What follows belongs to an exercise in optimizing a design on an open flow for small area; a production flow would make more cautious choices.
In this exercise RTL edits were held to simulation tests only and were not proved equivalent to the original.
Power and IR drop assume default switching activity.

==> design.v <==
module hex2seven_seg(
    input [3:0] hex,
    output [6:0] seven_segment
);
assign seven_segment =  {7{hex == 0}} & ~7'b0111111 | 
                        {7{hex == 1}} & ~7'b0000110 | 
                        {7{hex == 2}} & ~7'b1011011 |
                        {7{hex == 3}} & ~7'b1001111 |
                        {7{hex == 4}} & ~7'b1100110 |
                        {7{hex == 5}} & ~7'b1101101 |
                        {7{hex == 6}} & ~7'b1111101 |
                        {7{hex == 7}} & ~7'b0000111 |
                        {7{hex == 8}} & ~7'b1111111 |
                        {7{hex == 9}} & ~7'b1101111 |
                        {7{hex == 4'ha}} & ~7'b1110111 |
                        {7{hex == 4'hb}} & ~7'b1111100 |
                        {7{hex == 4'hc}} & ~7'b0111001 |
                        {7{hex == 4'hd}} & ~7'b1011110 |
                        {7{hex == 4'he}} & ~7'b1111001 |
                        {7{hex == 4'hf}} & ~7'b1110001;
endmodule
module hex2decimal(
    input [7:0] hex,
    output [11:0] decimal
);
wire m_200, m_100;
wire [7:0] temp_hex;
wire [3:0] temp_hex1;
assign m_200 = hex >= 200;
assign m_100 = hex >= 100;
assign decimal[11:10] = 2'b0;
assign decimal[9] = m_200;
assign decimal[8] = m_100 & ~m_200;
assign temp_hex = hex - (m_200 ? 200 : 0) - ((m_100 & ~m_200) ? 100 : 0);
assign decimal[7:4] =   {7{temp_hex >= 10 & temp_hex < 20}} & 4'd1 |
                        {7{temp_hex >= 20 & temp_hex < 30}} & 4'd2 |
                        {7{temp_hex >= 30 & temp_hex < 40}} & 4'd3 |
                        {7{temp_hex >= 40 & temp_hex < 50}} & 4'd4 |
                        {7{temp_hex >= 50 & temp_hex < 60}} & 4'd5 |
                        {7{temp_hex >= 60 & temp_hex < 70}} & 4'd6 |
                        {7{temp_hex >= 70 & temp_hex < 80}} & 4'd7 |
                        {7{temp_hex >= 80 & temp_hex < 90}} & 4'd8 |
                        {7{temp_hex >= 90}}                 & 4'd9;
assign temp_hex1 = temp_hex - decimal[7:4]*10;
assign decimal[3:0] = temp_hex1;
endmodule
module secmer(
    input clk,
    input reset,
    input w_button2, w_button3, w_button4,
    output [6:0] ss1, ss2, ss3, ss4, ss5, ss6, ss7
);
reg [31:0] clock_counter, clock_counter2;
reg[7:0] counter, counter2;
reg [15:0] mem[4:0];     
reg [15:0] mem_cur;      
reg [7:0] mem_temp;     
reg [3:0] show_counter, write_counter;
reg active;
reg __button2, __button3, __button4;
reg _button2, _button3, _button4;
wire button2, button2_up, button3, button3_up, button4, button4_up;
assign button2 = ~_button2 & __button2;
assign button2_up = _button2 & ~__button2;
assign button3 = ~_button3 & __button3;
assign button3_up = _button3 & ~__button3;
assign button4 = ~_button4 & __button4;
assign button4_up = _button4 & ~__button4;
wire [11:0] td1, td2, td3;
hex2decimal inst9(
    .hex(mem_cur[15:8]),
    .decimal(td1)
);
hex2decimal inst10(
    .hex(mem_temp),
    .decimal(td2)
);
hex2decimal inst11(
    .hex(mem_cur[7:0]),
    .decimal(td3)
);
hex2seven_seg inst1(
    .hex(td3[3:0]),
    .seven_segment(ss1)
);
hex2seven_seg inst2(
    .hex(td3[7:4]),
    .seven_segment(ss2)
);
hex2seven_seg inst3(
    .hex(td1[3:0]),
    .seven_segment(ss3)
);
hex2seven_seg inst4(
    .hex(td1[7:4]),
    .seven_segment(ss4)
);
hex2seven_seg inst5(
    .hex(td2[3:0]),
    .seven_segment(ss5)
);
hex2seven_seg inst6(
    .hex(td2[7:4]),
    .seven_segment(ss6)
);
hex2seven_seg inst7(
    .hex(show_counter),
    .seven_segment(ss7)
);
always @(posedge clk) begin
    __button2 <= ~reset ? 0 : ~w_button2;
    _button2 <= ~reset ? 0 : __button2;
    __button3 <= ~reset ? 0 : ~w_button3;
    _button3 <= ~reset ? 0 : __button3;
    __button4 <= ~reset ? 0 : ~w_button4;
    _button4 <= ~reset ? 0 : __button4;
end
always @(posedge clk) begin
    clock_counter <= ~reset ? 0 : clock_counter >= 50 ? 0 : clock_counter + 1;
    counter <= ~reset | (~active & button3) ? 0 : active ? clock_counter == 1 ? counter >= 99 ? 0 : counter + 1 : counter : counter;
end
always @(posedge clk) begin
    active <= ~reset ? 0 : (show_counter == 0) & button2 ? ~active : active;
end
always @(posedge clk) begin
    show_counter <= ~reset ? 0 : ~active & button4 ? show_counter >= 4 ? 0 : show_counter + 1 : show_counter;
    write_counter <= ~reset | (~active & button3) ? 1 : button3 & write_counter < 5 ? write_counter + 1 : write_counter;
end
always @(posedge clk) begin
    mem_cur <= ~reset ? 0 : mem[show_counter];
    mem_temp <= ~reset | (~active & button3) ? 0 : button3 ? mem[0][15:8] : mem_temp;
end
always @(posedge clk) begin
    mem[0] <= ~reset | (~active & button3) ? 0 : active ? (counter == 99) & (clock_counter == 1) ? mem[0][15:8] >= 99 ? 0 :
                                                    {mem[0][15:8] + 1'b1, 8'b0} :
                                                    {mem[0][15:8], counter[7:0]} :
                                                    mem[0];
    mem[1] <= ~reset | (~active & button3) ? 0 : (write_counter == 1) & button3 ? mem[0] : mem[1];
    mem[2] <= ~reset | (~active & button3) ? 0 : (write_counter == 2) & button3 ? mem[0] : mem[2];    
    mem[3] <= ~reset | (~active & button3) ? 0 : (write_counter == 3) & button3 ? mem[0] : mem[3];
    mem[4] <= ~reset | (~active & button3) ? 0 : (write_counter == 4) & button3 ? mem[0] : mem[4];
end
endmodule
==> run.sh <==
#!/bin/bash
# synth_recipe.tcl (not shown) runs the flow's synth.tcl, then flattens the netlist and writes it again
# the make line also repeats each setting of config.mk as NAME=value (left out here)
make -C /OpenROAD-flow-scripts/flow DESIGN_CONFIG=/design/flow/config.mk WORK_HOME=/design/flow/orfs CLKGATE_MAP_FILE= SYNTH_SCRIPT=/design/flow/synth_recipe.tcl finish
==> config.mk <==
export PLATFORM = sky130hd
export DESIGN_NAME = secmer
export DESIGN_NICKNAME = secmer
export VERILOG_FILES = /design/flow/design.v
export SDC_FILE = /design/flow/constraint.sdc
export NUM_CORES = 4
export LEC_CHECK = 0
export CAP_MARGIN = 20
export CORE_MARGIN = 2
export CORE_UTILIZATION = 40
export SLEW_MARGIN = 20
==> constraint.sdc <==
create_clock -name core_clock -period 10.0 [get_ports {clk}]
set_input_delay 2.0000 -clock core_clock [delete_from_list [all_inputs] [get_ports {clk}]]
set_output_delay 2.0000 -clock core_clock [all_outputs]
set_load 0.01 [all_outputs]
==> notes.md <==
## routing by layer
metal / up-vias / GRT usage
li1: 3989 / -
met2: 117 / 0.275
met3: 23 / 0.0298
met5: - / 0
met1: 3518 / 0.233
met4: 0 / 0.0525
## stage by stage
stage               worst slack (ns)  total power [mW]  instances
finish                          1.68              1.35       1461
global route                   0.930              1.39       1461
CTS                             1.69              1.36       1461
detailed placement              2.16             0.711       1431
global placement                2.35             0.711       1431
floorplan                       3.57             0.693       1165
## path summary, 6_finish.rpt
check,cells past startpoint,end,slack (ns)
setup / recovery,20,ss5[1],1.68
hold / removal,2,mem[2][6]$_SDFFE_PP0P_,0.45
setup reg to reg,5,mem_cur[11]$_SDFF_PN0_,7.18
hold reg to reg,2,mem[2][6]$_SDFFE_PP0P_,0.45
## logic make-up (layout without fill, tap and decap cells)
group	Yosys count	after routing
and+or+nand+nor	454	454
adders and majority gates	52	52
AOI/OAI and AO/OA	284	284
muxes	11	11
other	1	26
DFF	159	159
buffers and inverters	131	147
xor gates and xnor gates	48	48
## Yosys cell counts (all sizes together) (3+ instances only)
master and count:
fa 3, dfxtp 159, mux2i 9, o211ai 6, nor4 20, and3 13, clkbuf 52, buf 19
a21o 6, and2 14, ha 47, o2111ai 3, o21a 5, o21ai 37, o31ai 6, nand2 209
o22ai 3, nor2b 16, a22oi 33, nor2 86, o22a 5, and4 3, or3 11, or2 6
o311ai 3, or4 4, xnor2 26, nand2b 11, nand3 24, o221ai 4, a211oi 8, a21boi 3
nor3 20, inv 60, xor2 21, a31oi 20, a221oi 3, nand4 5, o21bai 4, a21oi 115
a211o 3
## sequential cells by signal, indices dropped and copies added (netlist names)
register and cells:
mem 80, clock_counter 32, mem_cur 16, counter 8, mem_temp 8, show_counter 4, write_counter 4, __button2 1
__button3 1, __button4 1, _button2 1, _button3 1, _button4 1, active 1
## report_power, final
group	internal, mW	switching (mW)	leakage, nW
clock	0.409	0.240	0.286
combinational	0.0147	0.0353	2.21
sequential	0.642	0.00541	1.29
total	1.07	0.280	3.79
## cell usage in the layout (no fill, tap or decap), drive strengths merged, types with 21 or more instances in the layout
cell type and instances:
nand3 24, conb 26, a21oi 115, ha 47, clkdlybuf4s50 53, a22oi 33
xnor2 26, xor2 21, nand2 209, nor2 86, clkbuf 24, inv 60
dfxtp 159, o21ai 37
## worst min-delay path: cells and delay by family, from the launching register on
family,cells,cell delay (ns)
DFF,1,0.31
AOI/OAI and AO/OA,1,0.05
and+or+nand+nor,1,0.05
## cell type report
| type | count | share of cell area |
|---|---|---|
| clock buffers | 24 | 0.0471 |
| clock inverters | 6 | 0.0105 |
| inverters | 60 | 0.0220 |
| multi-input cells | 875 | 0.520 |
| flip-flops and latches | 159 | 0.312 |
| well taps | 280 | 0.0343 |
| repair buffers | 57 | 0.0549 |
==> notes.md <==
* Largest area contributor in the netlist: dfxtp_1
* Final Hold Fails at 0
* Die area at 0.0234 sq mm
* Setup Buffers After CTS at 0
* Share of cells above drive strength 1 at 0.0500
* Post-CTS Resized at 0
* Grt ovf at 0
* Area share of the largest cell type after synthesis at 0.358
* Via density at 5.23
* All-Layer GR Usage at 0.170
* Synth Area in Adders at 0.0752
* Max-capacitance violation count at 0
* # DRC at 0
* Crit-path max cell delay at 0.75 ns
* Setup CP Type: register to output pin
* VDD IR max at 0.129 mV
* Seq. cell area at 0.00318 sq mm
* Worst skew pair latency at 0.42 ns
* Gate Count Post-Synth at 1140
* Critical path arrival at 6.32 ns
* Crit end category: output pin
* Lkg Pwr at 3.79 nW
* Worst min path class: register to register
* Endpoints failing setup at 0
* Vias in the first global route at slightly below 7000
* Num rows at 54
* CP Cell Sequence: o311ai_0, a21oi_1, ha_1, inv_1, ha_1, o21a_1, nor2_1, o21ai_0, or2_2, a21oi_1, nand2b_1, nor3_1, inv_1, ha_1, fa_1, xor2_1, xnor2_1, nand2_1, o221ai_1, clkdlybuf4s50_1
* CP Data Required Time at 8.00 ns
* Mux cell area share after synthesis at 0.0152
* Fin util at 0.468
* Routability Congestion at 0.869
* Crit path max fanout at 14
* Mapped Avg Cell Area at 7.80 sq um
* Ys flop type: dfxtp_1
* Top post-synthesis cells by area: dfxtp_1 (36%), nand2_1 (8.8%), ha_1 (6.6%), a21oi_1 (6.4%), nor2_1 (3.6%)
* Largest net degree at the start of global routing at around 90
* Initial Util at 0.407
* Register area share after synthesis at 0.358
* Tcrit/Tclk final at 0.832
* CTS tree: done
* Antenna violations before repair at 0
* Fmax at 0.120 GHz
* Library cells used by synthesis at 81
* Post-synth EDFFs at 0
* Final WL at 19.8 mm
* Routed wire length per instance at 13.6 um
* R2R Path Start: show_counter[2]$_SDFFE_PN0P_
* Slew @ Worst Pin at 1.04 ns
* Non-Filler Cell Area, Final at 0.0102 sq mm
* Main combinational cell family by area after synthesis: simple AND/OR/NAND/NOR gates
* FILL cells at 2151
* Startpoint type of the worst setup path: register
* Hold Path Origin: mem[2][6]$_SDFFE_PP0P_
* Synth Register Bits at 159
* Status: no timing/DRC/antenna violations
* Fin Setup TNS at 0 ns
* Die X at 153 um
* Xor/xnor share of the synthesized area at 0.0497
* Synthesized cell area at 0.00889 sq mm
* Total length of routed met2 wires at 9.28 mm
* Remaining antenna violation count after routing at 0
* RSZ-0062 raised after global routing: false
* Sinks on Clock Net at between 150 and 200
* Yosys warns at 2
* CORE AREA at 0.0218 sq mm
* Pwr dens at 132 mW/mm^2
* Post-Synth Simple-Gate Area at 0.238
* Synth Area in Compound Gates at 0.205
* Max clock buf depth at 2
* WL met3 at 605 um
* Hold Buf Count CTS at 0
* # port buffers at 53
* Area growth syn-to-layout at 14.9%
* Die Height at 153 um
* Htree depth at 4
* Worst Setup SP: mem_temp[3]$_SDFFE_PP0P_
* Buffer and inverter count on the worst path at 3
* ANT cells at 0
* Fin Clk Skew at roughly 0.0066 ns
* IO Pins at 54
* CTS buffer count at 17
* Slew headroom at 0.301
* Area of the multi-input gates at 0.00531 sq mm
* CTS root buf: clkbuf_16
* Clock transition at the registers of the reported paths at 0.06 ns
* Slew Limit Fails at 0
* Post-synth ARST share at 0
* Hold WS at 0.454 ns
* WL met1 at 9.65 mm
* Crit-path leading delay family: compound AO/OA/AOI/OAI gates
* Top sig layer: met4
* Top cell by count, worst path: ha_1
* Nets@finish at 1225
* DP Wirelength at 13.3 mm
* Area post-placement at 0.00963 sq mm
* Number of detailed-route iterations in the first pass at 5
* Global-route wire length before repair at 33.7 mm
* Drt initial violations at around 450
* Detailed-route via count at 7647
* Slowest-stage cell, CP: xnor2_1
* Min cycle time layout at about 8.3 ns

==> re-timing with driven ports <==
In the flow no input, the clock included, has a driving cell. The finished layout below was timed again as built, in two steps.
Step 1, drivers: a clkbuf_16 drives clk and a buf_2 each remaining input, both assumed.
Step 2 adds t to the input delays and takes it off the output delays; t is the mean of the earliest and latest rising clock arrival at the registers after step 1. Input paths then give back, and output paths get back, about the clock's delay inside the block.
Slacks: no drivers / after step 1 / after step 2; pairs: no drivers / after step 1.
t, ns: 0.466
setup slack, ns: 1.679 / 1.633 / 2.099
hold slack, ns: 0.454 / 0.454 / 0.454
worst setup path at the end: register to output
slew at the worst register clock pin (ns): 0.06 / 0.06
After both steps setup and hold are still met in this run. For this run, drivers alone change the setup slack by -0.046 ns; drivers and shift together by +0.420 ns.
